From an optimization exercise on the open Yosys and OpenROAD flow, aimed at small area, a short achievable clock period and few clock cycles per item; shortcuts taken in it are not production practice. In this exercise RTL edits were held to simulation tests only and were not proved equivalent to the original.

**flow/design.v**
```verilog
module transition_detect (
        input  wire [7:0]  a,         
        input  wire        a_below,   
        input  wire [5:0]  q,
        input  wire        skip,
        output wire [3:0]  one,
        output wire [3:0]  two,
        output wire [3:0]  neg,
        output wire [3:0]  cnt
    );
    wire [7:0] t = a ^ {a[6:0], a_below};
    wire [2:0] c1 = {2'b00, t[7]} + {2'b00, t[6]} + {2'b00, t[5]} + {2'b00, t[4]};
    wire [2:0] c0 = {2'b00, t[3]} + {2'b00, t[2]} + {2'b00, t[1]} + {2'b00, t[0]};
    assign cnt = {1'b0, c1} + {1'b0, c0};
    wire [5:0] q1 = q;
    wire [5:0] q0 = (q > {3'b000, c1}) ? q - {3'b000, c1} : 6'd0;
    function [3:0] win;
        input [5:0] qq;
        input       s;
        integer u;
        begin
            for (u = 0; u < 4; u = u + 1)
                win[u] = s ? ((qq >= u + 3) | (qq == u + 1)) : (qq >= u + 2);
        end
    endfunction
    function [3:0] nib;
        input [3:0] tt;
        input [3:0] w;
        begin
            nib[3] = tt[3] & w[0];
            nib[2] = tt[2] & (tt[3] ? w[1] : w[0]);
            case ({tt[3], tt[2]})
                2'b00: nib[1] = tt[1] & w[0];
                2'b11: nib[1] = tt[1] & w[2];
                default: nib[1] = tt[1] & w[1];
            endcase
            case ({tt[3], tt[2], tt[1]})
                3'b000: nib[0] = tt[0] & w[0];
                3'b111: nib[0] = tt[0] & w[3];
                3'b001, 3'b010, 3'b100: nib[0] = tt[0] & w[1];
                default: nib[0] = tt[0] & w[2];
            endcase
        end
    endfunction
    wire [7:0] keep = {nib(t[7:4], win(q1, skip)), nib(t[3:0], win(q0, skip))};
    genvar j;
    generate
        for (j = 0; j < 4; j = j + 1) begin : pairs
            assign two[j] = keep[2*j+1] & ~keep[2*j];
            assign one[j] = keep[2*j];
            assign neg[j] = keep[2*j+1] ? a[2*j+1] : (keep[2*j] & a[2*j]);
        end
    endgenerate
endmodule
module barrel_shifter (
        input  wire [31:0] b,
        input  wire        one,
        input  wire        two,
        input  wire        neg,
        output wire [33:0] row
    );
    wire [32:0] bx = {b[31], b};
    wire [32:0] m  = ({33{one}} & bx) | ({33{two}} & {bx[31:0], 1'b0});
    wire [32:0] x  = m ^ {33{neg}};
    assign row = {~x[32], x};
endmodule
module axc_booth #(
        parameter integer NA=32,
        parameter integer NB=32,
        parameter integer NC=$clog2(NA)+1
    )(
        input   wire                 CLK,
        input   wire                 RST,
        input   wire                 START,
        input   wire  [NA-1:0]       A_in,
        input   wire  [NB-1:0]       B_in,
        input   wire  [NC-1:0]       C_in,
        output  wire  [NA+NB-1:0]    N_out,
        output  wire                 Done_out
    );
    localparam [63:0] Z = 64'hffffff5555555600;
    reg  [31:0] B_reg;
    reg  [31:0] A_reg;                   
    reg  [5:0]  q_reg;                   
    reg  [3:0]  cnt_reg;                 
    reg         skip_reg;
    reg  [3:0]  one_reg, two_reg, neg_reg;
    reg         pre;                     
    reg  [3:0]  st;                      
    reg         Done_reg;
    reg  [63:0] acc;
    wire        fast    = (C_in >= 6'd7);
    wire        skip_in = A_in[31] & C_in[0];
    wire [5:0]  q_in    = (C_in > 6'd32) ? 6'd35 : C_in + 6'd3;
    wire [7:0]  t_top   = A_in[31:24] ^ A_in[30:23];
    wire [3:0]  cnt_top = {3'b000, t_top[0]} + {3'b000, t_top[1]} + {3'b000, t_top[2]} + {3'b000, t_top[3]}
                        + {3'b000, t_top[4]} + {3'b000, t_top[5]} + {3'b000, t_top[6]} + {3'b000, t_top[7]};
    wire [3:0]  a_one, a_two, a_neg;
    genvar j;
    generate
        for (j = 0; j < 4; j = j + 1) begin : raw
            wire b1 = A_in[25+2*j], b0 = A_in[24+2*j], bm = A_in[23+2*j];
            assign a_one[j] = b0 ^ bm;
            assign a_two[j] = (b1 ^ b0) & ~(b0 ^ bm);
            assign a_neg[j] = b1 & ~(b0 & bm);
        end
    endgenerate
    wire [5:0]  q_run = (q_reg > {2'b00, cnt_reg}) ? q_reg - {2'b00, cnt_reg} : 6'd0;
    wire [3:0]  r_one, r_two, r_neg, r_cnt;
    transition_detect TD (.a(A_reg[31:24]), .a_below(A_reg[23]), .q(q_run), .skip(skip_reg),
                          .one(r_one), .two(r_two), .neg(r_neg), .cnt(r_cnt));
    always @(posedge CLK) begin
        if (START) begin
            B_reg    <= B_in;
            A_reg    <= fast ? {A_in[23:0], 8'd0} : A_in;
            skip_reg <= skip_in;
            q_reg    <= q_in;
            cnt_reg  <= fast ? cnt_top : 4'd0;
            one_reg  <= a_one; two_reg <= a_two; neg_reg <= a_neg;
        end else begin
            A_reg    <= {A_reg[23:0], 8'd0};
            q_reg    <= q_run;
            cnt_reg  <= r_cnt;
            one_reg  <= r_one; two_reg <= r_two; neg_reg <= r_neg;
        end
    end
    wire [33:0] row [0:3];
    generate
        for (j = 0; j < 4; j = j + 1) begin : rows
            barrel_shifter BS (.b(B_reg), .one(one_reg[j]), .two(two_reg[j]), .neg(neg_reg[j]), .row(row[j]));
        end
    endgenerate
    wire [7:0]  negbits = {1'b0, neg_reg[3], 1'b0, neg_reg[2], 1'b0, neg_reg[1], 1'b0, neg_reg[0]};
    wire [63:0] acc_in  = {(st[0] ? Z[63:8] : acc[55:0]), negbits};
    wire [63:0] sum = acc_in + {30'd0, row[0]} + {28'd0, row[1], 2'd0} + {26'd0, row[2], 4'd0}
                    + {24'd0, row[3], 6'd0};
    always @(posedge CLK) begin
        if (|st) acc <= sum;
    end
    always @(posedge CLK) begin
        if (RST) begin
            pre <= 1'b0;
            st <= 4'd0;
            Done_reg <= 1'b0;
        end else if (START) begin
            pre <= ~fast;
            st <= {3'b000, fast};
            Done_reg <= 1'b0;
        end else begin
            pre <= 1'b0;
            st <= {st[2:0], pre};
            if (st[2]) Done_reg <= 1'b1;
        end
    end
    assign N_out = acc;
    assign Done_out = Done_reg;
endmodule
```
**flow/flow/run.sh**
```bash
#!/bin/bash
# Standard layout, with Yosys's full-adder extraction turned off (ABC maps
# the adder logic itself) and timing repair aiming at 5 ns of setup slack.
bash standard.sh ADDER_MAP_FILE= SETUP_SLACK_MARGIN=5 finish > standard.log 2>&1
```
**flow/standard.sh**
```bash
#!/bin/bash
# synth_recipe.tcl (not shown) runs the flow's synth.tcl, then flattens the netlist and writes it again
# the make line also repeats each setting of config.mk as NAME=value (left out here)
make -C /OpenROAD-flow-scripts/flow DESIGN_CONFIG=/design/flow/config.mk WORK_HOME=/design/flow/orfs CLKGATE_MAP_FILE= SYNTH_SCRIPT=/design/flow/synth_recipe.tcl "${@:-finish}"
```
**flow/config.mk**
```make
export PLATFORM = sky130hd
export DESIGN_NAME = axc_booth
export DESIGN_NICKNAME = axc_booth
export VERILOG_FILES = /design/flow/design.v
export SDC_FILE = /design/flow/constraint.sdc
export NUM_CORES = 4
export LEC_CHECK = 0
export CAP_MARGIN = 20
export CORE_MARGIN = 2
export CORE_UTILIZATION = 40
export SLEW_MARGIN = 20
```
**flow/constraint.sdc**
```tcl
create_clock -name core_clock -period 11.0 [get_ports {CLK}]
set_input_delay 2.2000 -clock core_clock [delete_from_list [all_inputs] [get_ports {CLK}]]
set_output_delay 2.2000 -clock core_clock [all_outputs]
set_load 0.01 [all_outputs]
```
==> results of run 1 <==
-- cells in the mapped netlist, drive strengths merged, types with 40 or more instances --
master  count
maj3      108
inv        46
a22oi     125
a31oi      43
xnor2     280
dfxtp      60
nor2      146
xor2       84
buf        78
clkbuf     45
xnor3      40
nand2     162
edfxtp     97
o21ai      79
a21oi      71
-- routing by layer --
layer	part of all wire [%]	GRT usage, %
met2	47	35.26
met5	0	0
met4	1.7	7.091
met3	4.9	3.241
met1	46	29.73
-- final cells by class --
type                       count  area (sq um)  share of cell area [%]
timing repair buffer         152          1481                   7.760
sequential                   157          4121                   21.59
multi-input combinational   1569         12080                   63.26
clock buffer                  20         467.9                   2.451
tap                          539         674.4                   3.533
inverter                      46         172.7                  0.9045
clock inverter                12         95.09                  0.4981
-- placed cells by master (no fill, tap or decap), types with 19 or more instances in the layout --
master	n
a21oi_1	68
a22oi_1	106
a31oi_1	43
and2_1	31
and3_1	20
clkdlybuf4s50_1	136
dfxtp_1	54
edfxtp_1	97
inv_1	44
maj3_1	67
maj3_2	41
nand2_1	162
nand2b_1	30
nand3_1	29
nor2_1	145
nor2b_1	27
nor3_1	27
o21ai_0	67
or2_2	19
xnor2_1	269
xnor3_1	39
xor2_1	78
xor3_1	20
-- per-stage QoR --
stage / worst slack, ps
2_1_floorplan: 6846
3_3_place_gp: 5638
3_5_place_dp: 5543
4_1_cts: 5528
5_1_grt: 5299
6_report: 5557
-- worst paths after layout --
path	startpoint	to	slack (ps)
min	A_reg[14]	A_reg[22]	450
min reg2reg	A_reg[14]	A_reg[22]	450
max	neg_reg[0]	acc[55]	5560
max reg2reg	neg_reg[0]	acc[55]	5560
-- critical path, cell delays in order (launching register included) --
cell,delay [ps]
dfxtp_2,310
buf_4,330
xnor2_4,840
xnor2_2,210
xnor3_1,410
xnor3_1,400
xor2_2,200
and2_1,170
or4_1,530
a211oi_2,290
o21ai_1,140
a21oi_1,310
o211ai_1,270
a21boi_2,330
o22ai_2,210
o32a_1,250
-- cell families (layout without fill, tap and decap cells) --
family	after synthesis	after routing	synth area share [%]
flip-flops	157	157	24.08
adder cells (fa/ha/maj)	108	108	6.628
AND/OR/NAND/NOR	540	540	15.20
buffers and inverters	169	230	5.251
AO/OA/AOI/OAI	490	490	20.82
XOR/XNOR	424	424	27.60
multiplexers	7	7	0.4174
==> results.json, run 1 <==
{
  "async_reset_ff_share_pct": 0,
  "cp_data_arrival_time_ps": 5680,
  "clk_latency_ps": 490,
  "grt_antenna_before_repair": 0,
  "maxCapViolCount": 0,
  "hold_viol": 0,
  "nets": 2016,
  "finalNonFillerCells": 2495,
  "cts.sinks": 157,
  "ys_top_cells_by_area": "edfxtp_1, xnor2_1, dfxtp_1",
  "syn_inst": 1895,
  "ys.flop_type": "edfxtp_1",
  "crit_path_max_fanout": 36,
  "clock_path_buffers": 2,
  "htreeDepth": 4,
  "fin_setup_tns_ps": 0,
  "layout-drive-gt1-share_pct": 9.254,
  "die_w_um": 210.7,
  "yosysTopAreaCell": "edfxtp_1",
  "root_buffer": "clkbuf_16",
  "cp-start-kind": "flip-flop",
  "area_growth_pct": 11.73,
  "dpl.hpwl_um": 35150,
  "core_area_sq_um": 42040,
  "viasPerCell": 5.723,
  "via_count": 14278,
  "post-route-util_pct": 45.41,
  "fmaxAchievable_mhz": 183.7,
  "dp_cells": 2463,
  "crit_path_end_kind": "flip-flop",
  "remaining_drc_errors": 0,
  "cts_tree": "yes",
  "status": "finished clean",
  "grt_max_degree": 90,
  "ios": 138,
  "rows": 75,
  "dpl_cell_area_sq_um": 18530,
  "synth-edff-count": 97,
  "drt_pass1_iterations": 5,
  "gp_routability_congestion": 0.9015,
  "grt_pass1_wl_um": 75820,
  "ys_warn_count": 2,
  "clk_pin_slew_ps": 70,
  "yosysSeqAreaShare_pct": 24.08,
  "synth_top_area_share_pct": 17.05,
  "whs_path_depth": 2,
  "hold_ws_ps": 453.8,
  "hp-class": "flip-flop to flip-flop",
  "wirelength_um": 48290,
  "cts_resized": 0,
  "first_global_vias": 13627,
  "finalSetupViolations": 0,
  "worstMarginPinSlew_ps": 1043,
  "die_y_um": 210.7,
  "synth_cell_types": 101,
  "slew_viol_final": 0,
  "drt_iter0_drc": 1238,
  "holdBufCountCts": 0,
  "track_usage_pct": 21.74,
  "grt_overflow": 0,
  "port_buffers": 137,
  "slew_headroom_pct": 30.45,
  "final_area_sq_um": 19090,
  "reg2reg_depth": 15,
  "post_cts_buffers": 0,
  "die_area_sq_um": 44380,
  "routedWlPerCell_um": 19.35,
  "numCtsBuffers": 17,
  "critPathRequiredTime_ps": 11240,
  "period_needed_ps": 5443,
  "avgSynthCellArea_sq_um": 9.016,
  "largest_register_ffs": 64,
  "start_util_pct": 40.64,
  "num_antenna_cells": 0,
  "synth.cell_area_sq_um": 17090,
  "synth_nets": 1968,
  "min_period_over_period_pct": 49.48,
  "synth-seq-cells": 157,
  "path_class": "flip-flop to flip-flop",
  "fin_worst_skew_ps": 15.37,
  "ant_nets": 0,
  "fill_cells": 4128,
  "grt_setup_unrepaired": "no"
}
Testbench counts, summed over its fixed seeds: cycles 61,294, items 12,000.
==> run 2, diff against run 1 <==
==> flow/flow/run.sh (replaced) <==
#!/bin/bash
# Standard layout; the port buffers use the smallest buffer cell, the clock
# tree uses mid-size clock buffers, and timing repair aims at 5 ns of setup
# slack (the clock and constraints are unchanged).
bash standard.sh "BUFFER_PORTS_ARGS=-buffer_cell sky130_fd_sc_hd__buf_1" \
    "CTS_BUF_LIST=sky130_fd_sc_hd__clkbuf_4 sky130_fd_sc_hd__clkbuf_8" \
    SETUP_SLACK_MARGIN=5 finish > standard.log 2>&1
==> run 2 against run 1 <==
  * Largest cell class unchanged
  * Non-clock buffer count up 1
  * Still clean on timing, DRC and antenna
  * Cell count down 19%
  * Clock skew up 8.3 ps
==> results.json, run 2 <==
{
  "yosysTopAreaCell": "edfxtp_1",
  "num_antenna_cells": 0,
  "grtUsageMet2_pct": 34.41,
  "fill_cells": 3431,
  "rr_endpoint": "acc[55]",
  "port_buffers": 137,
  "min_period_over_period_pct": 51.95,
  "reg2reg_depth": 16,
  "nets": 1804,
  "track_usage_pct": 20.76,
  "grt_overflow": 0,
  "root_buffer": "clkbuf_8",
  "fin_worst_skew_ps": 23.65,
  "slew_viol_final": 0,
  "hold_viol": 0,
  "endpoint": "acc[55]",
  "post-synth-top-count-cell": "xnor2_1",
  "critPathRequiredTime_ps": 11260,
  "numCtsBuffers": 17,
  "finalSetupViolations": 0,
  "synth_cell_types": 84,
  "grt_antenna_before_repair": 0,
  "synth_top_area_share_pct": 20.01,
  "finalNonFillerCells": 2014,
  "cp-start-kind": "flip-flop",
  "yosysSeqAreaShare_pct": 28.26,
  "maxCapViolCount": 0,
  "rr_startpoint": "st[0]",
  "rows": 69,
  "avgSynthCellArea_sq_um": 9.837,
  "gp_routability_congestion": 0.8817,
  "ant_nets": 0,
  "crit_path_max_fanout": 65,
  "die_w_um": 194.8,
  "crit_path_end_kind": "flip-flop",
  "dp_cells": 1978,
  "first_global_vias": 11107,
  "ys_top_cells_by_count": "xnor2_1, a22oi_1, fa_1",
  "async_reset_ff_share_pct": 0,
  "dpl.hpwl_um": 29210,
  "clk_pin_slew_ps": 110,
  "via_count": 11332,
  "ys_top_cells_by_area": "edfxtp_1, fa_1, xnor2_1",
  "ios": 138,
  "ys_warn_count": 2,
  "die_area_sq_um": 37940,
  "slew_headroom_pct": 29.23,
  "area_growth_pct": 8.414,
  "path_class": "flip-flop to flip-flop",
  "synth.cell_area_sq_um": 14560,
  "grt_setup_unrepaired": "no",
  "synth-seq-cells": 157,
  "layout-drive-gt1-share_pct": 6.954,
  "remaining_drc_errors": 0,
  "fin_setup_tns_ps": 0,
  "htreeDepth": 4,
  "synth-edff-count": 97,
  "ys.flop_type": "edfxtp_1",
  "cts.sinks": 157,
  "drt_iter0_drc": 881,
  "cp_data_arrival_time_ps": 5970,
  "wirelength_um": 39440,
  "status": "finished clean",
  "synth_nets": 1744,
  "met3_usage_pct": 4.095,
  "drt_pass1_iterations": 5,
  "rrSetupSlack_ps": 5290,
  "fmaxAchievable_mhz": 175.0,
  "worstMarginPinSlew_ps": 1061,
  "cts_tree": "yes",
  "clk_latency_ps": 510,
  "syn_inst": 1480,
  "clock_path_buffers": 2,
  "core_area_sq_um": 35740,
  "grt_pass1_wl_um": 61800,
  "whs_path_depth": 1,
  "hp-class": "flip-flop to flip-flop",
  "final_cell_mix": "xnor2_1, buf_1, a22oi_1",
  "die_y_um": 194.8,
  "top_usage_layer": "met2",
  "viasPerCell": 5.627,
  "period_needed_ps": 5714,
  "startpoint": "st[0]",
  "layout_commonest_cell": "xnor2_1",
  "largest_register_ffs": 64,
  "grt_use_met1_pct": 27.41,
  "routedWlPerCell_um": 19.58,
  "start_util_pct": 40.73,
  "grt_max_degree": 107
}
run 2: kinds of logic (layout without fill, tap and decap cells):
logic type / after synthesis / after routing / share of synthesized area, %
AO/OA/AOI/OAI: 395 / 396 / 19.68
AND/OR/NAND/NOR: 301 / 301 / 10.76
buffers and inverters: 211 / 283 / 5.818
adder cells (fa/ha/maj): 192 / 192 / 21.69
XOR/XNOR: 190 / 190 / 11.43
flip-flops: 157 / 157 / 28.26
multiplexers: 34 / 34 / 2.363
run 2: what timing repair did:
action,in CTS,in global routing
setup buffers,0,3
hold endpoints to repair,0,0
hold buffers,0,0
gates cloned,1,0
pin swaps,1,2
endpoints found under the setup margin,25,23
resized for setup,3,9
run 2: worst max-delay path, cell delays in order, from the launching register on:
cell and delay, ps:
dfxtp_2 510, buf_4 560, or2_2 240, fa_1 410, fa_1 530, fa_1 510
ha_1 410, a21o_1 190, a21o_1 180, a21o_1 180, a2111oi_0 420, nor3_1 150
o31a_1 400, a31oi_4 230, buf_12 150, nor3_1 50, o32a_1 300
run 2: worst min-delay path by stage:
stage	start	to	slack [ps]
finish	st[1]	st[2]	460
global placement	st[1]	st[2]	430
CTS	st[1]	st[2]	460
global route	A_reg[17]	A_reg[25]	490
floorplan	st[1]	st[2]	420
detailed placement	st[1]	st[2]	430
run 2: stage by stage:
step	util, %	hold WS [ps]	instance area (sq um)	worst slack, ps
after global placement	42.77	434.2	15290	4680
final	44.16	459.1	15780	5286
after CTS	44.01	463.9	15730	5049
after detailed placement	42.77	434.2	15290	4545
after floorplan	-	422.2	14560	5608
after global routing	44.16	486.3	15780	5030
run 2: cell type report:
class / instances / area [sq um] / share of cell area (%)
flip-flops and latches: 157 / 4130 / 26.17
clock buffers: 17 / 234.0 / 1.482
clock inverters: 15 / 190.2 / 1.205
inverters: 98 / 367.9 / 2.331
multi-input cells: 1113 / 9619 / 60.94
well taps: 461 / 576.8 / 3.654
repair buffers: 153 / 665.6 / 4.217
run 2: layer usage:
layer  share of wire [%]  vias up
met2                  48      350
met1                  45     5538
met3                 5.1       43
met5                   0        -
met4                 2.4        0
li1                    -     5401
==> run 3, diff against run 2 <==
==> flow/flow/run.sh (replaced) <==
#!/bin/bash
# Standard layout with the settings of config.mk; the port buffers use the
# smallest buffer cell (the clock and constraints are unchanged).
bash standard.sh "BUFFER_PORTS_ARGS=-buffer_cell sky130_fd_sc_hd__buf_1" finish > standard.log 2>&1
--- a/flow/config.mk
+++ b/flow/config.mk
@@ -8,4 +8,5 @@
 export CAP_MARGIN = 20
 export CORE_MARGIN = 2
-export CORE_UTILIZATION = 40
+export CORE_UTILIZATION = 55
+export SETUP_SLACK_MARGIN = 5
 export SLEW_MARGIN = 20
==> run 3 against run 2 <==
  * Still clean on timing, DRC and antenna
  * Clock-buffer cell count unchanged
  * Register-to-register slack got worse by 90 ps
  * Clock skew fell by 6.7 ps
  * Synthesized cell count unchanged
  * First-iteration DRC count increased by 37%
  * Highest routed layer unchanged
==> results.json, run 3 <==
{
  "synth_nets": 1744,
  "gp_routability_congestion": 0.9149,
  "drt_pass1_iterations": 5,
  "hold_ws_ps": 446.6,
  "post-synth-top-count-cell": "xnor2_1",
  "ys.flop_type": "edfxtp_1",
  "met3_usage_pct": 3.921,
  "yosysTopAreaCell": "edfxtp_1",
  "viasPerCell": 5.999,
  "area_growth_pct": 8.697,
  "multi_input_area_sq_um": 9628,
  "track_usage_pct": 27.08,
  "avgSynthCellArea_sq_um": 9.837,
  "yosysSeqAreaShare_pct": 28.26,
  "path_class": "flip-flop to flip-flop",
  "ios": 138,
  "largest_register_ffs": 64,
  "crit_path_end_kind": "flip-flop",
  "cts.sinks": 157,
  "grt_max_degree": 95,
  "layout-drive-gt1-share_pct": 7.010,
  "fmaxAchievable_mhz": 172.2,
  "cp-start-kind": "flip-flop",
  "fill_cells": 2292,
  "status": "finished clean",
  "syn_inst": 1480,
  "port_buffers": 137,
  "num_antenna_cells": 0,
  "min_period_over_period_pct": 52.79,
  "fin_worst_skew_ps": 17.00,
  "routedWlPerCell_um": 20.03,
  "synth-seq-cells": 157,
  "die_area_sq_um": 27790,
  "critPathRequiredTime_ps": 11180,
  "grt_setup_unrepaired": "yes",
  "synth_cell_types": 84,
  "clk_pin_slew_ps": 80,
  "whs_path_depth": 1,
  "synth_top_area_share_pct": 20.01,
  "synth-edff-count": 97,
  "remaining_drc_errors": 0,
  "finalSetupViolations": 0,
  "crit_path_max_fanout": 8,
  "dpl.hpwl_um": 27470,
  "drt_iter0_drc": 1210,
  "via_count": 11339,
  "hp-class": "flip-flop to flip-flop",
  "layout_commonest_cell": "xnor2_1",
  "die_w_um": 166.7,
  "async_reset_ff_share_pct": 0,
  "fin_setup_tns_ps": 0,
  "holdBufCountCts": 0,
  "synth.cell_area_sq_um": 14560,
  "grt_overflow": 0,
  "worstMarginPinSlew_ps": 896.0,
  "top_usage_layer": "met2",
  "slew_viol_final": 0,
  "first_global_vias": 10886,
  "grtUsageMet2_pct": 43.23,
  "reg2reg_depth": 18,
  "slew_headroom_pct": 40.26,
  "grt_pass1_wl_um": 60010,
  "grt_antenna_before_repair": 0,
  "cp_data_arrival_time_ps": 5980,
  "final_cell_mix": "xnor2_1, buf_1, a22oi_1",
  "clk_latency_ps": 450,
  "ys_warn_count": 2,
  "wirelength_um": 37870,
  "ys_top_cells_by_count": "xnor2_1, a22oi_1, fa_1",
  "maxCapViolCount": 0,
  "period_needed_ps": 5807,
  "grt_use_met1_pct": 38.22,
  "rows": 59,
  "root_buffer": "clkbuf_16",
  "start_util_pct": 55.87,
  "htreeDepth": 4,
  "hold_viol": 0,
  "ys_top_cells_by_area": "edfxtp_1, fa_1, xnor2_1",
  "clock_path_buffers": 2,
  "die_y_um": 166.7,
  "regArea_sq_um": 4124,
  "nets": 1806,
  "ant_nets": 0,
  "cts_tree": "yes",
  "core_area_sq_um": 26060,
  "numCtsBuffers": 17,
  "post-route-util_pct": 60.73
}
[run 3: cell types whose count changed in the layout (fill, tap and decap cells not counted), moves of 2 or more]
cell / previous run / this run
inv_8: 3 / 5
dfxtp_4: 3 / 1
clkbuf_16: 0 / 17
inv_12: 2 / 4
clkinv_8: 5 / 1
clkbuf_8: 17 / 1
[run 3: logic make-up (layout without fill, tap and decap cells)]
group	after synthesis	count (layout)	synth area share, %
flops	157	157	28.26
mux	34	34	2.363
simple gates	301	301	10.76
compound gates	395	396	19.68
buf+inv	211	285	5.818
xor+xnor	190	190	11.43
fa+ha+maj	192	192	21.69
[run 3: cell type report]
class	count	area share, %
clock buffers	17	2.688
flip-flops and latches	157	26.06
well taps	335	2.649
repair buffers	155	4.317
clock inverters	15	1.123
inverters	98	2.324
multi-input cells	1113	60.84
[run 3: timing repair]
action,CTS,global route
setup buffers,0,3
resized for setup,0,10
endpoints found under the setup margin,0,24
[run 3: final timing paths]
kind	slack, ps	to	from
worst min register to register	450	st[2]	st[1]
worst max-delay path	5190	acc[40]	B_reg[5]
worst min-delay path	450	st[2]	st[1]
worst max register to register	5190	acc[40]	B_reg[5]
[run 3: per-layer routing]
layer / share of wire (%) / vias up
met3: 5.4 / 53
li1: - / 5406
met4: 2.4 / 0
met1: 45 / 5518
met5: 0 / -
met2: 47 / 362
[run 3: critical path, stage by stage, from the launching register on]
cell	delay [ps]
edfxtp_1	560
a22oi_1	280
xor2_1	130
fa_1	530
inv_1	60
fa_1	530
inv_1	50
fa_1	530
inv_1	40
ha_1	350
a21o_1	210
a221oi_2	380
and3b_1	280
o21ai_1	290
a21oi_1	210
o41ai_2	390
o21ai_0	270
a21oi_1	300
o311ai_1	130
[run 3: metrics by stage]
step | worst slack [ps] | instance area [sq um] | cells
2_1_floorplan | 5608 | 14560 | 1480
3_3_place_gp | 5120 | 15140 | 1854
3_5_place_dp | 5043 | 15140 | 1854
4_1_cts | 5010 | 15750 | 1886
5_1_grt | 4893 | 15830 | 1890
6_report | 5193 | 15830 | 1890
==> run 4, diff against run 3 <==
==> flow/flow/run.sh (replaced) <==
#!/bin/bash
# Standard layout; the port buffers use the smallest buffer cell, and timing
# repair aims at 5 ns of setup slack (the clock and constraints are unchanged).
bash standard.sh "BUFFER_PORTS_ARGS=-buffer_cell sky130_fd_sc_hd__buf_1" SETUP_SLACK_MARGIN=5 finish > standard.log 2>&1
--- a/flow/config.mk
+++ b/flow/config.mk
@@ -8,5 +8,4 @@
 export CAP_MARGIN = 20
 export CORE_MARGIN = 2
-export CORE_UTILIZATION = 55
-export SETUP_SLACK_MARGIN = 5
+export CORE_UTILIZATION = 40
 export SLEW_MARGIN = 20
==> run 4 against run 3 <==
  * Global-route usage down 6.2 points
  * Fmax up 1.7%
  * Worst hold slack better by 6.3 ps
  * Cell count up 6.6%
  * Critical path depth unchanged
  * Worst setup slack better by 95 ps
  * Register-to-register slack better by 95 ps
==> results.json, run 4 <==
{
  "status": "finished clean",
  "syn_inst": 1480,
  "maxCapViolCount": 0,
  "dpl.hpwl_um": 29210,
  "drt_pass1_iterations": 5,
  "synth_nets": 1744,
  "dpl_cell_area_sq_um": 15290,
  "fin_worst_skew_ps": 14.63,
  "worstMarginPinSlew_ps": 1055,
  "layout-drive-gt1-share_pct": 6.954,
  "numCtsBuffers": 17,
  "synth.cell_area_sq_um": 14560,
  "synth-seq-cells": 157,
  "wirelength_um": 39580,
  "viasPerCell": 5.604,
  "synth_top_area_share_pct": 20.01,
  "slew_viol_final": 0,
  "cts_tree": "yes",
  "via_count": 11287,
  "final_area_sq_um": 15970,
  "async_reset_ff_share_pct": 0,
  "final_cell_mix": "xnor2_1, buf_1, a22oi_1",
  "layout_commonest_cell": "xnor2_1",
  "fill_cells": 3413,
  "synth_compound_area_share_pct": 19.68,
  "grt_setup_unrepaired": "no",
  "grt_max_degree": 107,
  "clock_path_buffers": 2,
  "first_global_vias": 11152,
  "clk_latency_ps": 460,
  "synth_top_family_by_area": "adder cells",
  "synth_mux_area_share_pct": 2.363,
  "hp-class": "flip-flop to flip-flop",
  "finalSetupViolations": 0,
  "crit_buf_inv": 3,
  "slew_headroom_pct": 29.65,
  "hold_viol": 0,
  "core_area_sq_um": 35740,
  "rows": 69,
  "critPathSlowestCell": "fa_1",
  "post-synth-top-count-cell": "xnor2_1",
  "root_buffer": "clkbuf_16",
  "synth_cell_types": 84,
  "cp-start-kind": "flip-flop",
  "avgSynthCellArea_sq_um": 9.837,
  "synth-adder-area-share_pct": 21.69,
  "synthSimpleGateAreaFrac_pct": 10.76,
  "worst_path_dominant_cell_family": "compound AO/OA/AOI/OAI gates",
  "grt_antenna_before_repair": 0,
  "crit_path_max_fanout": 27,
  "track_usage_pct": 20.84,
  "cts.sinks": 157,
  "yosysTopAreaCell": "edfxtp_1",
  "synth_xor_area_share_pct": 11.43,
  "ios": 138,
  "port_buffers": 137,
  "start_util_pct": 40.73,
  "grt_pass1_wl_um": 61870,
  "nets": 1804,
  "htreeDepth": 4,
  "fin_setup_tns_ps": 0,
  "gp_routability_congestion": 0.8817,
  "path_class": "flip-flop to flip-flop",
  "yosysSeqAreaShare_pct": 28.26,
  "ys_warn_count": 2,
  "routedWlPerCell_um": 19.65,
  "ys.flop_type": "edfxtp_1",
  "period_needed_ps": 5712,
  "worst_path_largest_cell_delay_ps": 520,
  "cp_data_arrival_time_ps": 5920,
  "hold_ws_ps": 452.8,
  "grt_overflow": 0,
  "die_y_um": 194.8,
  "holdBufCountCts": 0,
  "synth-edff-count": 97,
  "ys_top_cells_by_area": "edfxtp_1, fa_1, xnor2_1",
  "clk_pin_slew_ps": 80,
  "die_w_um": 194.8,
  "crit_path_end_kind": "flip-flop",
  "ys_top_cells_by_count": "xnor2_1, a22oi_1, fa_1",
  "ant_nets": 0,
  "num_antenna_cells": 0,
  "largest_register_ffs": 64,
  "fmaxAchievable_mhz": 175.1,
  "crit_chain": "buf_6, a22oi_1, xor2_1, fa_1, inv_1, fa_1, fa_1, ha_1, and3_1, a221o_1, a31o_1, a221oi_2, o41ai_1, o31a_1, a31oi_4, buf_12, nor3_1, o32a_1",
  "area_growth_pct": 9.694,
  "remaining_drc_errors": 0,
  "critPathRequiredTime_ps": 11210,
  "min_period_over_period_pct": 51.92,
  "cpMostUsedCell": "fa_1",
  "die_area_sq_um": 37940,
  "drt_iter0_drc": 823
}
[run 4: cell counts after synthesis]
Identical to the previous run, type by type.
[run 4: final timing paths]
path,start,end,slack [ps],cells after the start
hold reg to reg,st[1],st[2],450,1
setup / recovery,one_reg[0],acc[55],5290,18
setup reg to reg,one_reg[0],acc[55],5290,18
hold / removal,st[1],st[2],450,1
[run 4: cells by family after synthesis]
kind of cell / count (synthesis)
compound gates: 395
xor+xnor: 190
fa+ha+maj: 192
buf+inv: 211
flops: 157
mux: 34
simple gates: 301
[run 4: layout make-up]
class	count	area [sq um]	share of cell area, %
Timing Repair Buffer	153	658.1	4.121
Clock buffer	17	425.4	2.664
Multi-Input combinational cell	1113	9623	60.26
Clock inverter	15	190.2	1.191
Tap cell	461	576.8	3.612
Sequential cell	157	4129	25.85
Inverter	98	367.9	2.303
[run 4: through the flow]
step,utilization (%),instances,worst slack [ps]
finish,44.68,2014,5288
global route,44.68,2014,5001
CTS,44.55,2011,5054
detailed placement,42.77,1978,4545
global placement,42.77,1978,4680
floorplan,-,1480,5608
[run 4: per-layer routing]
metal  routed length, um  GRT usage [%]  vias to the layer above
li1                    -              -                     5401
met1               17720          27.39                     5496
met2               18890          34.24                      337
met3                1921          4.217                       53
met4                1049          7.181                        0
met5                   0              0                        -
[run 4: what timing repair did]
item | CTS | global route
setup buffers | 0 | 3
pin swaps | 1 | 2
endpoints found under the setup margin | 25 | 23
gates resized for setup | 4 | 5
gates cloned | 1 | 0
==> run 5, diff against run 4 <==
--- a/flow/design.v
+++ b/flow/design.v
@@ -90,5 +90,5 @@
     reg         Done_reg;
     reg  [63:0] acc;
-    wire        fast    = (C_in >= 6'd7);
+    wire        fast    = (C_in >= 6'd6);
     wire        skip_in = A_in[31] & C_in[0];
     wire [5:0]  q_in    = (C_in > 6'd32) ? 6'd35 : C_in + 6'd3;
==> run 5 against run 4 <==
  * Via count up 2.1%
  * Synthesized area fell by 2.0%
  * Cell count rose by 1.2%
  * Largest cell class unchanged
  * Fmax decreased by 1.2%
  * Die area down 1.9%
  * Critical path type unchanged
  * Worst setup slack lost 70 ps
==> results.json, run 5 <==
{
  "status": "finished clean",
  "min_period_over_period_pct": 52.56,
  "grt_setup_unrepaired": "no",
  "clk_latency_ps": 450,
  "clock_path_buffers": 2,
  "gp_routability_congestion": 0.8909,
  "core_area_sq_um": 35400,
  "fin_worst_skew_ps": 14.62,
  "top_layer_used": "met4",
  "wirelength_um": 38940,
  "cp_data_arrival_time_ps": 5980,
  "cp-start-kind": "flip-flop",
  "grt_max_degree": 65,
  "async_reset_ff_share_pct": 0,
  "maxCapViolCount": 0,
  "final_cell_mix": "xnor2_1, buf_1, nand2_1",
  "largest_register_ffs": 64,
  "ios": 138,
  "crit_path_end_kind": "flip-flop",
  "layout-drive-gt1-share_pct": 7.356,
  "viasPerCell": 5.656,
  "reg2reg_depth": 21,
  "post-route-util_pct": 44.68,
  "fill_cells": 3494,
  "crit_path_max_fanout": 33,
  "track_usage_pct": 20.91,
  "hp-class": "flip-flop to flip-flop",
  "avgSynthCellArea_sq_um": 9.567,
  "drt_iter0_drc": 867,
  "critPathRequiredTime_ps": 11200,
  "numCtsBuffers": 17,
  "grt_antenna_before_repair": 0,
  "dp_cells": 1992,
  "layout_commonest_cell": "xnor2_1",
  "start_util_pct": 40.33,
  "die_y_um": 192.9,
  "worstMarginPinSlew_ps": 1011,
  "ys_top_cells_by_count": "xnor2_1, nand2_1, a22oi_1",
  "wl_met1_um": 17240,
  "synth-seq-cells": 157,
  "wl_met3_um": 2477,
  "num_antenna_cells": 0,
  "slew_headroom_pct": 32.44,
  "die_area_sq_um": 37210,
  "ys_warn_count": 2,
  "holdBufCountCts": 0,
  "htreeDepth": 4,
  "synth-edff-count": 97,
  "drt_pass1_iterations": 6,
  "synth_nets": 1756,
  "via_count": 11526,
  "remaining_drc_errors": 0,
  "routedWlPerCell_um": 19.11,
  "ant_nets": 0,
  "endpoint": "acc[56]",
  "period_needed_ps": 5782,
  "wl_met2_um": 18200,
  "fmaxAchievable_mhz": 172.9,
  "cts.sinks": 157,
  "finalNonFillerCells": 2038,
  "cts_tree": "yes",
  "nets": 1828,
  "first_global_vias": 10953,
  "rrSetupSlack_ps": 5220,
  "rr_endpoint": "acc[56]",
  "port_buffers": 137,
  "syn_inst": 1492,
  "hold_viol": 0,
  "die_w_um": 192.9,
  "startpoint": "one_reg[1]",
  "synth_top_area_share_pct": 20.41,
  "grt_overflow": 0,
  "ys_top_cells_by_area": "edfxtp_1, fa_1, xnor2_1",
  "ys.flop_type": "edfxtp_1",
  "yosysTopAreaCell": "edfxtp_1",
  "root_buffer": "clkbuf_16",
  "dpl.hpwl_um": 28230,
  "clk_pin_slew_ps": 70,
  "path_class": "flip-flop to flip-flop",
  "hold_ws_ps": 453.8,
  "fin_setup_tns_ps": 0,
  "post-synth-top-count-cell": "xnor2_1",
  "grt_pass1_wl_um": 60420,
  "synth_cell_types": 78,
  "yosysSeqAreaShare_pct": 28.82,
  "rows": 69,
  "slew_viol_final": 0,
  "synth.cell_area_sq_um": 14270,
  "area_growth_pct": 10.79,
  "rr_startpoint": "one_reg[1]",
  "finalSetupViolations": 0
}
## run 5: repair_timing
item	4_1_cts	5_1_grt
pin swaps	0	2
setup endpoints to repair	27	13
buffers inserted	1	13
gates resized for setup	14	14
## run 5: critical path, cell delays in order, from the launching register on
cell and delay [ps]:
dfxtp_1 360, buf_12 220, a22oi_1 140, xor2_1 180, fa_1 520, inv_1 60, fa_1 530, inv_1 50
fa_1 540, inv_1 50, ha_1 360, a21oi_1 130, o221ai_4 240, a21oi_2 110, or4b_4 590, a32oi_4 250
a221o_2 250, a21oi_2 100, o31a_4 410, nor3_4 190, o21ai_1 100, o31a_1 120
## run 5: layout make-up
class | instances | area, sq um | area share, %
multi-input cells | 1128 | 9383 | 59.33
repair buffers | 168 | 822.0 | 5.198
flip-flops and latches | 157 | 4120 | 26.05
clock inverters | 13 | 103.9 | 0.6567
well taps | 461 | 576.8 | 3.647
clock buffers | 19 | 454.2 | 2.872
inverters | 92 | 354.1 | 2.239
## run 5: kinds of logic after synthesis
| group | count (synthesis) | share of synthesized area, % |
|---|---|---|
| compound gates | 406 | 20.06 |
| simple gates | 331 | 11.03 |
| buf+inv | 207 | 5.733 |
| xor+xnor | 197 | 12.09 |
| fa+ha+maj | 191 | 22.05 |
| flops | 157 | 28.82 |
| mux | 3 | 0.2191 |
## run 5: how the worst min path moves through the flow
| stage | startpoint | end | slack (ps) | depth (start not counted) |
|---|---|---|---|---|
| final | A_reg[7] | A_reg[15] | 450 | 2 |
| after global routing | A_reg[10] | A_reg[18] | 470 | 2 |
| after CTS | A_reg[9] | A_reg[17] | 450 | 2 |
| after detailed placement | A_reg[7] | A_reg[15] | 450 | 2 |
| after global placement | st[1] | st[2] | 430 | 1 |
| after floorplan | st[1] | st[2] | 420 | 1 |
## run 5: metrics by stage
step,instance area (sq um),setup WS (ps)
floorplan,14270,5335
global placement,15030,4470
detailed placement,15030,4229
CTS,15640,5012
global route,15810,4962
finish,15810,5218
## run 5: layer usage
layer  vias to the layer above  track usage [%]
li1                       5415                -
met1                      5618            28.55
met2                       437            33.50
met3                        56            3.182
met4                         0            7.955
met5                         -                0
Testbench counts of run 5, summed over its fixed seeds: cycles 61,116, items 12,000.
==> run 6, diff against run 5 <==
==> flow/flow/run.sh (replaced) <==
#!/bin/bash
# Standard layout; the port buffers use the smallest buffer cell, and timing
# repair aims at 5.5 ns of setup slack (the clock and constraints are unchanged).
bash standard.sh "BUFFER_PORTS_ARGS=-buffer_cell sky130_fd_sc_hd__buf_1" SETUP_SLACK_MARGIN=5.5 finish > standard.log 2>&1
==> run 6 against run 5 <==
  * Still clean
  * Global-route usage increased by 1.5 points
  * Worst hold slack got worse by 2.3 ps
  * Non-clock buffer count is 42 higher
  * Critical path type unchanged
==> results.json, run 6 <==
{
  "status": "finished clean",
  "gp_routability_congestion": 0.8576,
  "yosysTopAreaCell": "edfxtp_1",
  "synth_mux_area_share_pct": 0.2191,
  "area_growth_pct": 18.18,
  "root_buffer": "clkbuf_16",
  "crit_path_max_fanout": 4,
  "start_util_pct": 40.33,
  "holdBufCountCts": 0,
  "ys_warn_count": 2,
  "final_cell_mix": "xnor2_1, buf_1, nand2_1",
  "die_area_sq_um": 37210,
  "met3_usage_pct": 3.582,
  "largest_register_ffs": 64,
  "yosysSeqAreaShare_pct": 28.82,
  "fill_cells": 3335,
  "hold_viol": 0,
  "grt_antenna_before_repair": 0,
  "core_area_sq_um": 35400,
  "layout_commonest_cell": "xnor2_1",
  "synth-seq-cells": 157,
  "cp_data_arrival_time_ps": 5720,
  "synth_xor_area_share_pct": 12.09,
  "finalSetupViolations": 0,
  "htreeDepth": 4,
  "ys.flop_type": "edfxtp_1",
  "drt_pass1_iterations": 7,
  "slew_headroom_pct": 31.99,
  "first_global_vias": 11323,
  "maxCapViolCount": 0,
  "dpl.hpwl_um": 28230,
  "hp-class": "flip-flop to flip-flop",
  "final_area_sq_um": 16870,
  "grt_use_met1_pct": 30.28,
  "ys_top_cells_by_area": "edfxtp_1, fa_1, xnor2_1",
  "async_reset_ff_share_pct": 0,
  "routedWlPerCell_um": 20.12,
  "clock_path_buffers": 2,
  "layout-drive-gt1-share_pct": 14.21,
  "period_needed_ps": 5519,
  "viasPerCell": 5.699,
  "syn_inst": 1492,
  "avgSynthCellArea_sq_um": 9.567,
  "synth.cell_area_sq_um": 14270,
  "die_y_um": 192.9,
  "ys_top_cells_by_count": "xnor2_1, nand2_1, a22oi_1",
  "grt_max_degree": 102,
  "dp_slack_ps": 4302,
  "port_buffers": 137,
  "slew_viol_final": 0,
  "die_w_um": 192.9,
  "cp-start-kind": "flip-flop",
  "synth-edff-count": 97,
  "post-route-util_pct": 47.66,
  "track_usage_pct": 22.41,
  "wirelength_um": 41840,
  "via_count": 11854,
  "fin_setup_tns_ps": 0,
  "grtUsageMet2_pct": 35.77,
  "synth_top_area_share_pct": 20.41,
  "cts.sinks": 157,
  "critPathRequiredTime_ps": 11200,
  "min_period_over_period_pct": 50.18,
  "synth_top_family_by_area": "adder cells",
  "grt_pass1_wl_um": 64180,
  "synth_nets": 1756,
  "post-synth-top-count-cell": "xnor2_1",
  "synth_cell_types": 78,
  "cts_tree": "yes",
  "grt_overflow": 0,
  "fin_ws_ps": 5481,
  "synth-adder-area-share_pct": 22.05,
  "path_class": "flip-flop to flip-flop",
  "fin_worst_skew_ps": 12.63,
  "num_antenna_cells": 0,
  "crit_path_end_kind": "flip-flop",
  "synth_compound_area_share_pct": 20.06,
  "clk_pin_slew_ps": 80,
  "synthSimpleGateAreaFrac_pct": 11.03,
  "clk_latency_ps": 460,
  "rows": 69,
  "ant_nets": 0,
  "worstMarginPinSlew_ps": 1018,
  "ios": 138,
  "fmaxAchievable_mhz": 181.2,
  "numCtsBuffers": 17,
  "drt_iter0_drc": 1248,
  "nets": 1870,
  "top_usage_layer": "met2",
  "remaining_drc_errors": 0,
  "grt_setup_unrepaired": "yes",
  "dpl_cell_area_sq_um": 15020
}
run 6: what timing repair did:
action                     CTS  global route
setup endpoints to repair   42            28
gates cloned                 5             0
buffers inserted            27            25
resized for setup           54            88
pin swaps                   17            43
run 6: critical path, cell delays in order, from the launching register on:
cell and delay, ps:
edfxtp_1 480, a22oi_2 240, xor2_2 110, fa_1 580
inv_2 50, fa_1 510, inv_2 40, fa_1 520
inv_2 50, ha_4 230, buf_4 130, and3_1 160
a221oi_4 310, o21ai_2 120, a21o_1 230, a2111oi_4 310
nor2_1 100, a21oi_2 210, o221a_2 250, o21ai_1 90
a2111oi_2 420, xnor2_1 120
run 6: final timing paths:
| check | start | to | slack, ps | cells after the start |
|---|---|---|---|---|
| setup / recovery | B_reg[6] | acc[41] | 5480 | 21 |
| hold reg to reg | A_reg[9] | A_reg[17] | 450 | 2 |
| setup reg to reg | B_reg[6] | acc[41] | 5480 | 21 |
| hold / removal | A_reg[9] | A_reg[17] | 450 | 2 |
run 6: per-layer routing:
metal	part of all wire (%)	vias to the layer above
met3	6.5	86
met4	2.8	0
met2	47	480
met5	0	-
met1	44	5781
li1	-	5507
run 6: cell families (layout without fill, tap and decap cells):
logic type,after synthesis,after routing
adder cells (fa/ha/maj),191,191
AND/OR/NAND/NOR,331,331
buffers and inverters,207,334
AO/OA/AOI/OAI,406,406
XOR/XNOR,197,197
multiplexers,3,3
flip-flops,157,157
run 6: through the flow:
| step | cells | hold slack (ps) |
|---|---|---|
| 2_1_floorplan | 1492 | 422.2 |
| 3_3_place_gp | 1991 | 431.9 |
| 3_5_place_dp | 1991 | 445.5 |
| 4_1_cts | 2055 | 453.8 |
| 5_1_grt | 2080 | 461.2 |
| 6_report | 2080 | 451.5 |
run 6: final cells by class:
type	instances	area [sq um]	share of cell area (%)
multi-input cells	1128	9841	58.34
inverters	92	354.1	2.099
well taps	461	576.8	3.419
flip-flops and latches	157	4133	24.50
repair buffers	210	1351	8.011
clock inverters	12	133.9	0.7936
clock buffers	20	479.2	2.841
==> run 7, diff against run 6 <==
==> flow/flow/run.sh (replaced) <==
#!/bin/bash
# Standard layout, but Yosys maps adders with its default (Brent-Kung) carry
# tree; the port buffers use the smallest buffer cell, and timing repair aims
# at 5 ns of setup slack (the clock and constraints are unchanged).
bash standard.sh "SYNTH_OPERATIONS_ARGS=-noshare" "BUFFER_PORTS_ARGS=-buffer_cell sky130_fd_sc_hd__buf_1" SETUP_SLACK_MARGIN=5 finish > standard.log 2>&1
==> run 7 against run 6 <==
  * First-iteration DRC count down 45%
  * Cell area fell by 9.4%
  * Routed wire length shrank 16%
  * Clock skew about the same
  * Core utilization fell by 3.2 points
  * Critical path depth down 3
  * Register-to-register slack worse by 270 ps
  * Die area is 2.4% lower
  * Cell count is 7.9% lower
  * Synthesized cell count fell by 7.0%
  * Fmax shrank 4.7%
  * Critical path type unchanged
  * Critical endpoint is now acc[35]
  * Largest cell class unchanged
==> results.json, run 7 <==
{
  "status": "finished clean",
  "gp_routability_congestion": 0.8723,
  "htreeDepth": 4,
  "ys_top_cells_by_count": "inv_1, a22oi_1, fa_1",
  "synth-seq-cells": 157,
  "period_needed_ps": 5790,
  "first_global_vias": 10173,
  "rr_endpoint": "acc[35]",
  "ys_warn_count": 2,
  "grt_setup_unrepaired": "no",
  "reg2reg_depth": 18,
  "root_buffer": "clkbuf_16",
  "remaining_drc_errors": 0,
  "die_w_um": 190.6,
  "grt_max_degree": 107,
  "synth_cell_types": 75,
  "track_usage_pct": 19.41,
  "num_antenna_cells": 0,
  "critPathRequiredTime_ps": 11210,
  "fin_setup_tns_ps": 0,
  "numCtsBuffers": 17,
  "crit_path_end_kind": "flip-flop",
  "area_growth_pct": 9.833,
  "whs_path_depth": 2,
  "start_util_pct": 40.50,
  "slew_viol_final": 0,
  "die_y_um": 190.6,
  "cp-start-kind": "flip-flop",
  "hp-start": "A_reg[11]",
  "ys.flop_type": "edfxtp_1",
  "nets": 1746,
  "cts_tree": "yes",
  "clock_path_buffers": 2,
  "worst_path_largest_cell_delay_ps": 820,
  "synth_top_area_share_pct": 20.92,
  "fin_worst_skew_ps": 12.61,
  "critPathSlowestCell": "dfxtp_2",
  "hp-class": "flip-flop to flip-flop",
  "viasPerCell": 5.401,
  "drt_pass1_iterations": 5,
  "min_period_over_period_pct": 52.64,
  "cts.sinks": 157,
  "cpMostUsedCell": "fa_1",
  "syn_inst": 1388,
  "rrSetupSlack_ps": 5210,
  "rr_startpoint": "one_reg[1]",
  "ant_nets": 0,
  "fmaxAchievable_mhz": 172.7,
  "slew_headroom_pct": 35.29,
  "port_buffers": 137,
  "grt_pass1_wl_um": 54690,
  "finalSetupViolations": 0,
  "clk_pin_slew_ps": 70,
  "hold_end": "A_reg[19]",
  "ios": 138,
  "grt_overflow": 0,
  "avgSynthCellArea_sq_um": 10.03,
  "routedWlPerCell_um": 18.26,
  "grt_antenna_before_repair": 0,
  "post-synth-top-count-cell": "inv_1",
  "core_area_sq_um": 34370,
  "crit_chain": "a22oi_1, xor2_1, fa_1, inv_1, fa_1, fa_1, ha_1, a21o_1, a21oi_1, o22ai_1, a211o_1, or2_1, a21oi_2, inv_2, a21o_1, a21o_1, fa_1, xor2_1",
  "largest_register_ffs": 64,
  "via_count": 10348,
  "synth-edff-count": 97,
  "path_class": "flip-flop to flip-flop",
  "final_cell_mix": "buf_1, inv_1, a22oi_1",
  "async_reset_ff_share_pct": 0,
  "drt_iter0_drc": 689,
  "ys_top_cells_by_area": "edfxtp_1, fa_1, ha_1",
  "yosysTopAreaCell": "edfxtp_1",
  "yosysSeqAreaShare_pct": 29.55,
  "rows": 68,
  "maxCapViolCount": 0,
  "synth.cell_area_sq_um": 13920,
  "clk_latency_ps": 450,
  "worstMarginPinSlew_ps": 970.6,
  "die_area_sq_um": 36310,
  "hold_viol": 0,
  "dpl.hpwl_um": 25770,
  "synth_nets": 1686,
  "cp_data_arrival_time_ps": 6000,
  "layout_commonest_cell": "buf_1",
  "wirelength_um": 34980,
  "layout-drive-gt1-share_pct": 6.982,
  "crit_path_max_fanout": 33
}
[run 7: metrics by stage]
step / instances / hold WS [ps] / worst slack (ps) / utilization, % / area [sq um]
after floorplan: 1388 / 422.2 / 5552 / - / 13920
after global placement: 1884 / 436.5 / 4869 / 42.63 / 14650
after detailed placement: 1884 / 447.2 / 5138 / 42.63 / 14650
after CTS: 1916 / 451.5 / 5122 / 44.47 / 15280
after global routing: 1916 / 464.8 / 5023 / 44.48 / 15290
final: 1916 / 448.6 / 5210 / 44.48 / 15290
[run 7: critical path: cells and delay by family, from the launching register on]
family	cells	cell delay (ps)
adder cells (fa/ha/maj)	5	2300
AO/OA/AOI/OAI	8	1590
flip-flops	1	820
AND/OR/NAND/NOR	1	360
XOR/XNOR	2	350
buffers and inverters	2	110
[run 7: cells by family after synthesis]
| group | count (synthesis) | share of synthesized area (%) |
|---|---|---|
| multiplexers | 3 | 0.2337 |
| adder cells (fa/ha/maj) | 225 | 26.86 |
| buffers and inverters | 244 | 6.948 |
| AO/OA/AOI/OAI | 303 | 15.65 |
| XOR/XNOR | 181 | 11.44 |
| flip-flops | 157 | 29.55 |
| AND/OR/NAND/NOR | 275 | 9.320 |
[run 7: how the worst max path moves through the flow]
stage | from | to | slack [ps] | depth (start not counted)
2_1_floorplan | neg_reg[0] | acc[35] | 5550 | 20
3_3_place_gp | one_reg[1] | acc[35] | 4870 | 18
3_5_place_dp | neg_reg[0] | acc[35] | 5140 | 17
4_1_cts | neg_reg[0] | acc[35] | 5120 | 17
5_1_grt | one_reg[1] | acc[23] | 5020 | 17
6_report | one_reg[1] | acc[35] | 5210 | 18
[run 7: cell type report]
type	instances	area, sq um
inverters	135	506.7
well taps	455	569.3
multi-input cells	987	8842
fillers	3310	19080
repair buffers	150	615.6
clock buffers	20	489.2
clock inverters	12	141.4
flip-flops and latches	157	4125
[run 7: layer usage]
metal	global-route usage (%)	vias to the layer above	part of all wire, %
met5	0	-	0
met3	3.828	53	5.4
met1	25.98	5086	45
met4	6.380	0	2.4
li1	-	4873	-
met2	31.51	336	47
[run 7: what timing repair did]
item                                    in CTS  in global routing
endpoints found under the setup margin       0                  2
resized for setup                            0                  1
buffers inserted                             0                  0
hold buffers                                 0                  0
==> run 8, diff against run 7 <==
--- a/flow/config.mk
+++ b/flow/config.mk
@@ -6,6 +6,8 @@
 export NUM_CORES = 4
 export LEC_CHECK = 0
+export ABC_AREA = 1
 export CAP_MARGIN = 20
 export CORE_MARGIN = 2
 export CORE_UTILIZATION = 40
+export GPL_TIMING_DRIVEN = 0
 export SLEW_MARGIN = 20
==> run 8 against run 7 <==
  * Via count is 4.2% higher
  * Still clean on timing, DRC and antenna
  * Fmax is 1.6% higher
  * Largest cell class unchanged
==> results.json, run 8 <==
{
  "status": "finished clean",
  "drt_pass1_iterations": 5,
  "die_y_um": 188.7,
  "area_growth_pct": 12.80,
  "die_w_um": 188.7,
  "core_area_sq_um": 33530,
  "ant_nets": 0,
  "largest_register_ffs": 64,
  "syn_inst": 1459,
  "ios": 138,
  "async_reset_ff_share_pct": 0,
  "yosysTopAreaCell": "edfxtp_1",
  "wl_met1_um": 16530,
  "fin_ws_ps": 5300,
  "synth_cell_types": 48,
  "viasPerCell": 5.190,
  "post-synth-top-count-cell": "inv_1",
  "layout_commonest_cell": "inv_1",
  "synth.cell_area_sq_um": 13650,
  "cp-start-kind": "flip-flop",
  "worstMarginPinSlew_ps": 1028,
  "clk_pin_slew_ps": 70,
  "layout-drive-gt1-share_pct": 6.135,
  "routedWlPerCell_um": 17.92,
  "synth_nets": 1757,
  "clk_latency_ps": 460,
  "cts_tree": "yes",
  "finalSetupViolations": 0,
  "yosysSeqAreaShare_pct": 30.15,
  "grt_max_degree": 42,
  "crit_path_end_kind": "flip-flop",
  "ys_warn_count": 2,
  "first_global_vias": 10877,
  "synth-seq-cells": 157,
  "cp_data_arrival_time_ps": 5910,
  "synth_top_area_share_pct": 21.35,
  "via_count": 10785,
  "die_area_sq_um": 35610,
  "min_period_over_period_pct": 51.82,
  "dp_slack_ps": 4921,
  "avgSynthCellArea_sq_um": 9.353,
  "reg2reg_depth": 24,
  "grt_overflow": 0,
  "root_buffer": "clkbuf_16",
  "port_buffers": 137,
  "track_usage_pct": 21.48,
  "ys_top_cells_by_area": "edfxtp_1, fa_1, xor2_1",
  "htreeDepth": 4,
  "wl_met2_um": 16910,
  "grt_antenna_before_repair": 0,
  "clock_path_buffers": 2,
  "path_class": "flip-flop to flip-flop",
  "post_cts_buffers": 0,
  "maxCapViolCount": 0,
  "final_area_sq_um": 15390,
  "whs_path_depth": 2,
  "fill_cells": 3327,
  "final_cell_mix": "inv_1, nand2_1, xor2_1",
  "start_util_pct": 40.69,
  "fin_setup_tns_ps": 0,
  "synth-edff-count": 97,
  "ys_top_cells_by_count": "inv_1, nand2_1, xor2_1",
  "nets": 1915,
  "drt_iter0_drc": 798,
  "rows": 67,
  "critPathRequiredTime_ps": 11210,
  "fin_worst_skew_ps": 13.26,
  "slew_viol_final": 0,
  "slew_headroom_pct": 31.49,
  "dpl_cell_area_sq_um": 14770,
  "remaining_drc_errors": 0,
  "hold_viol": 0,
  "grt_pass1_wl_um": 59120,
  "wirelength_um": 37240,
  "crit_path_max_fanout": 10,
  "dpl.hpwl_um": 29460,
  "hp-class": "flip-flop to flip-flop",
  "numCtsBuffers": 17,
  "num_antenna_cells": 0,
  "grt_setup_unrepaired": "no",
  "gp_routability_congestion": 0.9105,
  "wl_met3_um": 2897,
  "period_needed_ps": 5700,
  "ys.flop_type": "edfxtp_1",
  "fmaxAchievable_mhz": 175.4,
  "cts.sinks": 157,
  "top_layer_used": "met4"
}
==> run 8: cell types whose count changed in the layout (fill, tap and decap cells not counted), sizes merged, moves of 21 or more <==
cell    change
inv       +132
o22ai     +122
xnor2      -86
o221ai     +21
clkbuf     +42
a31oi      -25
xor2       +81
nand3      +34
a22oi     -122
nand2      +61
==> run 8: area by class of cell <==
cell class              count  area (sq um)  area share, %
inverters                 267          1002          6.511
well taps                 448         560.5          3.642
plain buffers              56         230.2          1.496
repair buffers            139         555.5          3.609
clock buffers              17         425.4          2.764
flip-flops and latches    157          4114          26.73
clock inverters            15         175.2          1.138
multi-input cells         979          8329          54.11
==> run 8: final timing paths <==
| kind | endpoint | from | slack (ps) |
|---|---|---|---|
| worst min register to register | A_reg[11] | A_reg[3] | 430 |
| worst max register to register | acc[63] | neg_reg[0] | 5300 |
| worst min-delay path | A_reg[11] | A_reg[3] | 430 |
| worst max-delay path | acc[63] | neg_reg[0] | 5300 |
==> run 8: cells by family (layout without fill, tap and decap cells) <==
| logic type | count (synthesis) | count (layout) | share of synthesized area [%] |
|---|---|---|---|
| XOR/XNOR | 176 | 176 | 11.30 |
| adder cells (fa/ha/maj) | 225 | 225 | 27.40 |
| flip-flops | 157 | 157 | 30.15 |
| buffers and inverters | 323 | 494 | 8.903 |
| multiplexers | 1 | 1 | 0.08252 |
| AO/OA/AOI/OAI | 234 | 234 | 10.96 |
| AND/OR/NAND/NOR | 343 | 343 | 11.21 |
==> run 8: layer usage <==
layer  global-route usage (%)  vias up
li1                         -     5142
met2                    34.12      428
met4                    7.542        0
met3                    4.638       63
met5                        0        -
met1                    28.99     5152
==> run 8: worst max-delay path: stages, from the launching register on <==
cell and delay [ps]:
dfxtp_1 320, clkbuf_2 250, inv_2 280, clkbuf_2 390
xor2_1 250, fa_1 470, fa_1 510, inv_1 50
ha_1 280, ha_1 320, nand2_1 80, inv_1 50
a221oi_1 260, nand2_1 220, a21o_1 270, nand2_1 80
nand2_1 190, nand3_1 130, nand2_1 180, nand3_1 180
nand2_1 120, nand2_1 170, nor3_1 70, ha_1 200
xnor2_1 120
==> run 8: repair_timing <==
item,in CTS,in global routing
hold buffers,0,0
resized for setup,4,18
endpoints found under the setup margin,16,42
pin swaps,0,0
==> run 8: per-stage QoR <==
stage	hold slack, ps	utilization [%]	std cells
floorplan	408.7	-	1459
global placement	415.6	43.90	2044
detailed placement	422.2	44.06	2046
CTS	438.2	45.87	2078
global route	449.2	45.90	2078
finish	433.0	45.90	2078
==> run 9, diff against run 8 <==
--- a/flow/config.mk
+++ b/flow/config.mk
@@ -7,7 +7,6 @@
 export LEC_CHECK = 0
 export ABC_AREA = 1
-export CAP_MARGIN = 20
+export CAP_MARGIN = 5
 export CORE_MARGIN = 2
 export CORE_UTILIZATION = 40
-export GPL_TIMING_DRIVEN = 0
-export SLEW_MARGIN = 20
+export SLEW_MARGIN = 5
==> run 9 against run 8 <==
  * Still clean
  * Die area unchanged
  * First-iteration DRC count shrank 17%
  * Worst hold slack improved by 1.8 ps
  * Register-to-register slack better by 120 ps
  * Clock skew fell by 1.5 ps
  * Cell count down 2.2%
  * Clock-buffer cell count did not move
  * Sequential share of layout area grew 0.31 points
  * Synthesized area is the same
  * Highest routed layer unchanged
==> results.json, run 9 <==
{
  "status": "finished clean",
  "area_growth_pct": 11.53,
  "numCtsBuffers": 17,
  "num_antenna_cells": 0,
  "holdBufCountCts": 0,
  "grt_overflow": 0,
  "wirelength_um": 34070,
  "synth-seq-cells": 157,
  "dpl.hpwl_um": 25630,
  "ant_nets": 0,
  "cp-start-kind": "flip-flop",
  "slew_viol_final": 0,
  "period_needed_ps": 5583,
  "synth.cell_area_sq_um": 13650,
  "syn_inst": 1459,
  "track_usage_pct": 19.74,
  "critPathRequiredTime_ps": 11210,
  "finalNonFillerCells": 2032,
  "clk_latency_ps": 460,
  "rows": 67,
  "clk_pin_slew_ps": 80,
  "clock_path_buffers": 2,
  "remaining_drc_errors": 0,
  "grt_pass1_wl_um": 55320,
  "synth_top_area_share_pct": 21.35,
  "synth-edff-count": 97,
  "yosysTopAreaCell": "edfxtp_1",
  "drt_pass1_iterations": 5,
  "nets": 1869,
  "synth_cell_types": 48,
  "final_area_sq_um": 15220,
  "htreeDepth": 4,
  "grt_setup_unrepaired": "no",
  "async_reset_ff_share_pct": 0,
  "via_count": 10448,
  "hp-class": "flip-flop to flip-flop",
  "die_area_sq_um": 35610,
  "dp_cells": 2000,
  "die_y_um": 188.7,
  "ys_warn_count": 2,
  "routedWlPerCell_um": 16.76,
  "yosysSeqAreaShare_pct": 30.15,
  "fin_setup_tns_ps": 0,
  "fin_worst_skew_ps": 11.71,
  "ios": 138,
  "layout-drive-gt1-share_pct": 6.124,
  "grt_antenna_before_repair": 0,
  "ys.flop_type": "edfxtp_1",
  "fmaxAchievable_mhz": 179.1,
  "root_buffer": "clkbuf_16",
  "dpl_cell_area_sq_um": 14610,
  "post-synth-top-count-cell": "inv_1",
  "min_period_over_period_pct": 50.75,
  "worstMarginPinSlew_ps": 1148,
  "die_w_um": 188.7,
  "path_class": "flip-flop to flip-flop",
  "ys_top_cells_by_count": "inv_1, nand2_1, xor2_1",
  "slew_headroom_pct": 23.38,
  "viasPerCell": 5.142,
  "largest_register_ffs": 64,
  "core_area_sq_um": 33530,
  "gp_routability_congestion": 0.8782,
  "drt_iter0_drc": 661,
  "grt_max_degree": 65
}
run 9: cell counts after synthesis:
No cell type changed its count.
run 9: final timing paths:
kind / start / slack, ps / cells after the start / to
worst max-delay path: st[0] / 5420 / 23 / acc[63]
worst min-delay path: st[1] / 430 / 2 / st[2]
worst max register to register: st[0] / 5420 / 23 / acc[63]
worst min register to register: st[1] / 430 / 2 / st[2]
run 9: repair_timing:
action / CTS / global route
setup buffers: 0 / 0
gates resized for setup: 0 / 2
endpoints found under the hold margin: 0 / 0
endpoints found under the setup margin: 0 / 13
run 9: kinds of logic (layout without fill, tap and decap cells):
group	Yosys count	in the layout	share of synthesized area, %
simple gates	343	343	11.21
buf+inv	323	448	8.903
compound gates	234	234	10.96
fa+ha+maj	225	225	27.40
xor+xnor	176	176	11.30
flops	157	157	30.15
mux	1	1	0.08252
run 9: metrics by stage:
step	setup WS, ps	utilization, %	hold slack, ps
after floorplan	5824	-	408.7
after global placement	5409	43.58	416.7
after detailed placement	5225	43.58	420.7
after CTS	5200	45.36	437.5
after global routing	5013	45.38	452.4
final	5417	45.38	434.7
run 9: layout make-up:
class | count | area [sq um] | share of cell area, %
well taps | 448 | 560.5 | 3.683
flip-flops and latches | 157 | 4115 | 27.04
inverters | 267 | 1010 | 6.635
clock inverters | 15 | 172.7 | 1.135
repair buffers | 149 | 605.6 | 3.979
clock buffers | 17 | 425.4 | 2.795
multi-input cells | 979 | 8329 | 54.73
run 9: critical path: stages (launching register included):
cell and delay, ps:
dfxtp_2 310, buf_4 290, inv_1 580, nand2_1 190, fa_1 580, inv_1 60
fa_1 520, fa_1 490, ha_1 350, a21o_1 210, nand3_1 70, nand2_1 50
inv_1 70, nor2_1 40, nor3_1 310, nor3_1 80, nor2_1 110, nand2_1 180
nand3_1 160, nand2_1 110, nand2_1 150, nor3_1 70, ha_1 200, xnor2_1 120
run 9: per-layer routing:
layer,vias up,share of wire [%],GRT usage [%]
li1,5044,-,-
met1,4990,46,26.97
met2,370,45,31.31
met3,44,6.4,4.153
met4,0,2.2,6.340
met5,-,0,0

==> re-timing with driven ports <==
How much do the figures lean on ideal ports? The routed layouts below were timed once more, with nothing changed but the port constraints.
Step 1 assumes that a clkbuf_16 drives the clock port and a buf_2 every other input.
Step 2 moves the port delays by t, midway between the first and last clock arrival at a register: inputs arrive t later, outputs are due t later. That takes back most of the time a late clock gives input paths.
a / b / c = ideal ports / drivers / drivers and shift; a / b = the first two.
run | t, ns | slack for setup (ns) | worst slew at a driven data input, ns
run 1 | 0.534 | 5.557 / 5.557 / 5.557 | 0.05
run 2 | 0.550 | 5.286 / 5.286 / 5.286 | 0.05
run 3 | 0.490 | 5.193 / 5.193 / 5.193 | 0.04
run 4 | 0.508 | 5.288 / 5.288 / 5.288 | 0.05
run 5 | 0.496 | 5.218 / 5.218 / 5.218 | 0.07
run 6 | 0.499 | 5.481 / 5.481 / 5.481 | 0.06
run 7 | 0.496 | 5.210 / 5.210 / 5.210 | 0.06
run 8 | 0.508 | 5.300 / 5.300 / 5.300 | 0.05
run 9 | 0.504 | 5.417 / 5.417 / 5.417 | 0.05
After both steps setup and hold are still met in every run listed.
